This design comes from an exercise in tuning for small area and a short achievable clock period on the open sky130 flow, not from production work. In this exercise RTL edits were held to simulation tests only and were not proved equivalent to the original. Power is estimated from default activity; no workload was simulated.

// ALU
module ALU(
    input  [13:0] instruction,
    input  wire [19:0] A, B,
    input  cin, clk, rst,
    output reg [19:0] result,
    output wire [19:0] SX_flags,
    output wire reset,
    output reg carry_out,
    output wire halfword,
    output reg inc
);
assign halfword = 1'b0;
assign reset    = 1'b0;
reg sx0, sx1, sx12;
assign SX_flags = {7'b0, sx12, 10'b0, sx1, sx0};
wire [13:0] I = instruction;
reg keep, e_sum, e_p, e_g, e_sh, e_ls;
always @* begin
    keep = 1'b0; e_sum = 1'b0; e_p = 1'b0; e_g = 1'b0; e_sh = 1'b0; e_ls = 1'b0;
    case (I)
    14'h000, 14'h015, 14'h029, 14'h03E, 14'h053, 14'h068,
    14'h1E2, 14'h1F7, 14'h20C, 14'h221, 14'h236,
    14'h24B, 14'h260, 14'h275, 14'h28A, 14'h29F, 14'h2B4,
    14'h2C9, 14'h2DE: keep = 1'b1;
    14'h092: begin keep = ~sx12; e_p = sx12; end            
    14'h07D: e_ls = 1'b1;                                    
    14'h0A7, 14'h0E6, 14'h1A3: e_p = 1'b1;                   
    14'h0D1: begin e_p = 1'b1; e_g = 1'b1; end               
    14'h0BC: e_g = 1'b1;                                     
    14'h0FB, 14'h110, 14'h125, 14'h13A: e_sh = 1'b1;         
    14'h164, 14'h179, 14'h18E, 14'h1B8, 14'h1CD: e_sum = 1'b1;
    default: ;
    endcase
end
wire d_trap = (I == 14'h000);
wire d_jmp  = (I == 14'h029);
wire d_eq   = (I == 14'h1E2);
wire d_gt   = (I == 14'h1F7);
wire d_lt   = (I == 14'h20C);
  ...
==> module ALU, before the edit <==
module ALU(
    input  [13:0] instruction,
    input  wire [19:0] A, B,
    input  cin, clk, rst,
    output reg [19:0] result,
    output wire [19:0] SX_flags,
    output wire reset,
    output reg carry_out,
    output wire halfword,
    output reg inc
);
assign halfword = 1'b0;
assign reset    = 1'b0;
reg sx0, sx1, sx12;
assign SX_flags = {7'b0, sx12, 10'b0, sx1, sx0};
wire [13:0] I = instruction;
reg keep, e_sum, e_p, e_g, e_sh, e_ls;
always @* begin
    keep = 1'b0; e_sum = 1'b0; e_p = 1'b0; e_g = 1'b0; e_sh = 1'b0; e_ls = 1'b0;
    case (I)
    14'h000, 14'h015, 14'h029, 14'h03E, 14'h053, 14'h068,
    14'h1E2, 14'h1F7, 14'h20C, 14'h221, 14'h236,
    14'h24B, 14'h260, 14'h275, 14'h28A, 14'h29F, 14'h2B4,
    14'h2C9, 14'h2DE: keep = 1'b1;
    14'h092: begin keep = ~sx12; e_p = sx12; end            
    14'h07D: e_ls = 1'b1;                                    
    14'h0A7, 14'h0E6, 14'h1A3: e_p = 1'b1;                   
    14'h0D1: begin e_p = 1'b1; e_g = 1'b1; end               
    14'h0BC: e_g = 1'b1;                                     
    14'h0FB, 14'h110, 14'h125, 14'h13A: e_sh = 1'b1;         
    14'h164, 14'h179, 14'h18E, 14'h1B8, 14'h1CD: e_sum = 1'b1;
    default: ;
    endcase
end
wire d_trap = (I == 14'h000);
wire d_jmp  = (I == 14'h029);
wire d_eq   = (I == 14'h1E2);
wire d_gt   = (I == 14'h1F7);
wire d_lt   = (I == 14'h20C);
wire d_get  = (I == 14'h221);
wire d_let  = (I == 14'h236);
wire d_cy   = (I == 14'h1A3) | (I == 14'h1CD);    
wire useB = (~I[0] & I[1] & I[2]) | (~I[1] & ~I[8]) | (I[7] & I[8]);
wire invX = (I[0] & I[2]) | (~I[2] & I[3]) | (~I[0] & ~I[2] & ~I[4]) | (I[9]);
wire c0 = (~I[0] & ~I[1]) | (~I[3]) | (I[0] & ~I[5] & ~cin);
wire xstat = (~I[0] & ~I[2] & ~I[8]);
wire addc = (~I[2] & ~I[4]);
wire left = (~I[0]);
wire rot = (I[5] & ~I[6]);
wire subc = (~I[1]);
wire [19:0] X = ({20{useB}} & B) ^ {20{invX}};
wire [19:0] p = A ^ X;
wire [19:0] g = A & X;
wire [20:0] pg0 = {g, c0};
wire [20:0] pp0 = {p, 1'b0};
wire [20:0] pg1, pp1, pg2, pp2, pg3, pp3, pg4, pp4, pg5, pp5;
genvar k;
generate for (k = 0; k < 21; k = k + 1) begin : g_pre
    if (k & 1)  begin assign pg1[k] = pg0[k] | pp0[k] & pg0[(k|0)-1];   assign pp1[k] = pp0[k] & pp0[(k|0)-1]; end
    else        begin assign pg1[k] = pg0[k]; assign pp1[k] = pp0[k]; end
    if (k & 2)  begin assign pg2[k] = pg1[k] | pp1[k] & pg1[(k|1)-2];   assign pp2[k] = pp1[k] & pp1[(k|1)-2]; end
    else        begin assign pg2[k] = pg1[k]; assign pp2[k] = pp1[k]; end
    if (k & 4)  begin assign pg3[k] = pg2[k] | pp2[k] & pg2[(k|3)-4];   assign pp3[k] = pp2[k] & pp2[(k|3)-4]; end
    else        begin assign pg3[k] = pg2[k]; assign pp3[k] = pp2[k]; end
    if (k & 8)  begin assign pg4[k] = pg3[k] | pp3[k] & pg3[(k|7)-8];   assign pp4[k] = pp3[k] & pp3[(k|7)-8]; end
    else        begin assign pg4[k] = pg3[k]; assign pp4[k] = pp3[k]; end
    if (k & 16) begin assign pg5[k] = pg4[k] | pp4[k] & pg4[(k|15)-16]; assign pp5[k] = pp4[k] & pp4[(k|15)-16]; end
    else        begin assign pg5[k] = pg4[k]; assign pp5[k] = pp4[k]; end
end endgenerate
wire [19:0] sum = p ^ pg5[19:0];    
wire ge = pg5[20];                  
wire eq = &p;                      
wire [4:0] s   = B[4:0];
wire [4:0] amt = left ? (5'd20 - s) : s;
wire [19:0] r0 = amt[0] ? {A[0],     A[19:1]}   : A;
wire [19:0] r1 = amt[1] ? {r0[1:0],  r0[19:2]}  : r0;
wire [19:0] r2 = amt[2] ? {r1[3:0],  r1[19:4]}  : r1;
wire [19:0] r3 = amt[3] ? {r2[7:0],  r2[19:8]}  : r2;
wire [19:0] r4 = amt[4] ? {r3[15:0], r3[19:16]} : r3;
wire bok = e_sh & (B[19:5] == 15'b0);
wire [19:0] M;
genvar gi;
generate for (gi = 0; gi < 20; gi = gi + 1) begin : g_m
    assign M[gi] = bok & (rot ? (s <= 5'd20) : left ? (s <= gi) : (s <= 5'd19 - gi));
end endgenerate
wire [19:0] pl = {p[19:13], p[12] ^ xstat, p[11:2], p[1] ^ (xstat & sx1), p[0] ^ (xstat & sx0) ^ (addc & cin)};
wire [19:0] ls = {7'b0, sx12, 10'b0, sx1, sx0};
wire [19:0] nres = ({20{keep}} & result) | ({20{e_sum}} & sum) | ({20{e_p}} & pl) |
                   ({20{e_g}} & g) | (r4 & M) | ({20{e_ls}} & ls);
always @(posedge clk or posedge rst) begin
    if (rst) begin
        result    <= 20'b0;
        carry_out <= 1'b0;
        inc       <= 1'b0;
        sx0       <= 1'b0;
        sx1       <= 1'b0;
        sx12      <= 1'b0;
    end else begin
        result <= nres;
        if (d_cy)
            carry_out <= ((A[0] ^ subc) & B[0]) | ((A[0] ^ subc) & cin) | (B[0] & cin);
        if (d_jmp)
            inc <= 1'b1;
        if (d_trap)
            sx12 <= 1'b1;
        if (d_eq | d_get | d_let)
            sx0 <= d_eq ? eq : d_get ? ge : (~ge | eq);
        if (d_gt | d_lt | d_get | d_let)
            sx1 <= d_gt ? (ge & ~eq) : d_let ? (~ge | eq) : ~ge;
    end
end
endmodule
export LEC_CHECK = 0
export CAP_MARGIN = 20
export CORE_MARGIN = 2
export CORE_UTILIZATION = 40
export SETUP_SLACK_MARGIN = 2.4
export SLEW_MARGIN = 20
create_clock -name core_clock -period 6.0 [get_ports {clk}]
standard.sh (not shown) runs the stock make flow with config.mk's settings and CLKGATE_MAP_FILE= SYNTH_SCRIPT=/design/flow/synth_recipe.tcl, a recipe that flattens the netlist after the stock synthesis.
==> flow/flow/run.sh <==
#!/bin/bash
# Layout: the standard flow (standard.sh) with
#  - its own synthesis script (flow/my_synth.tcl: same as synth_recipe.tcl, but
#    ABC maps with flow/abc.script, a delay-targeted mapping, and no full/half
#    adder cells are extracted), and
#  - small port buffers (buf_1) instead of the default delay-cell buffers;
#    every input and output port still gets its own buffer.
set -uo pipefail
HERE=$(pwd)
bash standard.sh SYNTH_SCRIPT=$HERE/flow/my_synth.tcl ADDER_MAP_FILE= \
  "BUFFER_PORTS_ARGS=-buffer_cell sky130_fd_sc_hd__buf_1" finish > flow_standard.log 2>&1
==> flow/flow/abc.script <==
strash
dch -f
map -D 1000
topo
buffer -c
upsize -D 1000
dnsize -D 1000
==> flow/flow/my_synth.tcl <==
# The standard flow's synthesis script (synth_recipe.tcl), except that ABC maps with
# abc.script beside this file (delay-targeted mapping) instead of ORFS's
# speed script. Registers are mapped exactly as in the standard synthesis.
set ::my_flow_dir [file dirname [file normalize [info script]]]
proc synth {args} { yosys synth -nofsm -noshare {*}$args }
proc abc {args} {
  set out {}
  set skip 0
  foreach a $args {
    if {$skip} { set skip 0; continue }
    if {$a eq "-script" || $a eq "-D"} { set skip 1; continue }
    lappend out $a
  }
  lappend out -script [file join $::my_flow_dir abc.script]
  puts "abc with [file join $::my_flow_dir abc.script]"
  yosys abc {*}$out
}
source $::env(SCRIPTS_DIR)/synth.tcl
# left out here: clear keep_hierarchy, flatten, clean up, hide names made inside functions, write 1_2_yosys.v
Rerun with:
--- a/flow/design.v
+++ b/flow/design.v
@@ -71,22 +71,20 @@
 wire ge = pg5[20];                  
 wire eq = &p;                      
 wire [4:0] s   = B[4:0];
+wire sok = e_sh & (B[19:5] == 15'b0) & (s <= 5'd20);
+wire gH  = sok & (rot | left);
+wire gL  = sok & (rot | ~left);
 wire [4:0] amt = left ? (5'd20 - s) : s;
-wire [19:0] r0 = amt[0] ? {A[0],     A[19:1]}   : A;
-wire [19:0] r1 = amt[1] ? {r0[1:0],  r0[19:2]}  : r0;
-wire [19:0] r2 = amt[2] ? {r1[3:0],  r1[19:4]}  : r1;
-wire [19:0] r3 = amt[3] ? {r2[7:0],  r2[19:8]}  : r2;
-wire [19:0] r4 = amt[4] ? {r3[15:0], r3[19:16]} : r3;
-wire bok = e_sh & (B[19:5] == 15'b0);
-wire [19:0] M;
-genvar gi;
-generate for (gi = 0; gi < 20; gi = gi + 1) begin : g_m
-    assign M[gi] = bok & (rot ? (s <= 5'd20) : left ? (s <= gi) : (s <= 5'd19 - gi));
-end endgenerate
+wire [39:0] F0 = {A & {20{gH}}, A & {20{gL}}};
+wire [34:0] F1 = amt[4] ? {16'b0, F0[39:16]} : F0[34:0];
+wire [26:0] F2 = amt[3] ? F1[34:8] : F1[26:0];
+wire [22:0] F3 = amt[2] ? F2[26:4] : F2[22:0];
+wire [20:0] F4 = amt[1] ? F3[22:2] : F3[20:0];
+wire [19:0] sh = amt[0] ? F4[20:1] : F4[19:0];
 wire [19:0] pl = {p[19:13], p[12] ^ xstat, p[11:2], p[1] ^ (xstat & sx1), p[0] ^ (xstat & sx0) ^ (addc & cin)};
 wire [19:0] ls = {7'b0, sx12, 10'b0, sx1, sx0};
 wire [19:0] nres = ({20{keep}} & result) | ({20{e_sum}} & sum) | ({20{e_p}} & pl) |
-                   ({20{e_g}} & g) | (r4 & M) | ({20{e_ls}} & ls);
+                   ({20{e_g}} & g) | sh | ({20{e_ls}} & ls);
 always @(posedge clk or posedge rst) begin
     if (rst) begin
         result    <= 20'b0;
What happened: Design area grows by a few percent. Critical path depth is unchanged. Sequential share of layout area goes down by 0.37 points. Setup slack degrades by 0.12 ns. Maximum frequency decreases by a few percent. Core utilization came out higher by 2.3 points. Hold slack gets better by 0.018 ns. Combinational power came out higher by a little under a tenth. Flip-flop and latch count is unchanged. Count of clock-buffer cells in the layout grows by 1. Via count rose by a little under a tenth.

separate check: timing with driven ports:
The results above use ideal ports. As a check the final layouts listed here were re-extracted and re-timed, cells and wires unchanged. Step 1, drivers: a clkbuf_16 drives clk and a buf_2 each remaining input, both assumed. Step 2 adds t to the input delays and takes it off the output delays; t is the mean of the earliest and latest rising clock arrival at the registers after step 1. Input paths then give back, and output paths get back, about the clock's delay inside the block. Slacks: no drivers / after step 1 / after step 2; pairs: no drivers / after step 1.
run | t (ns) | slack for setup (ns) | slew at the worst register clock pin (ns) | worst data-port slew with drivers (ns)
the first run | 0.300 | 2.490 / 2.497 / 2.197 | 0.08 / 0.08 | 0.03
the second run | 0.300 | 2.373 / 2.385 / 2.085 | 0.07 / 0.07 | 0.04
After both steps setup and hold are still met in every run listed. For the first run, which loses most, drivers alone change the setup slack by +0.007 ns; drivers and shift together by -0.293 ns.
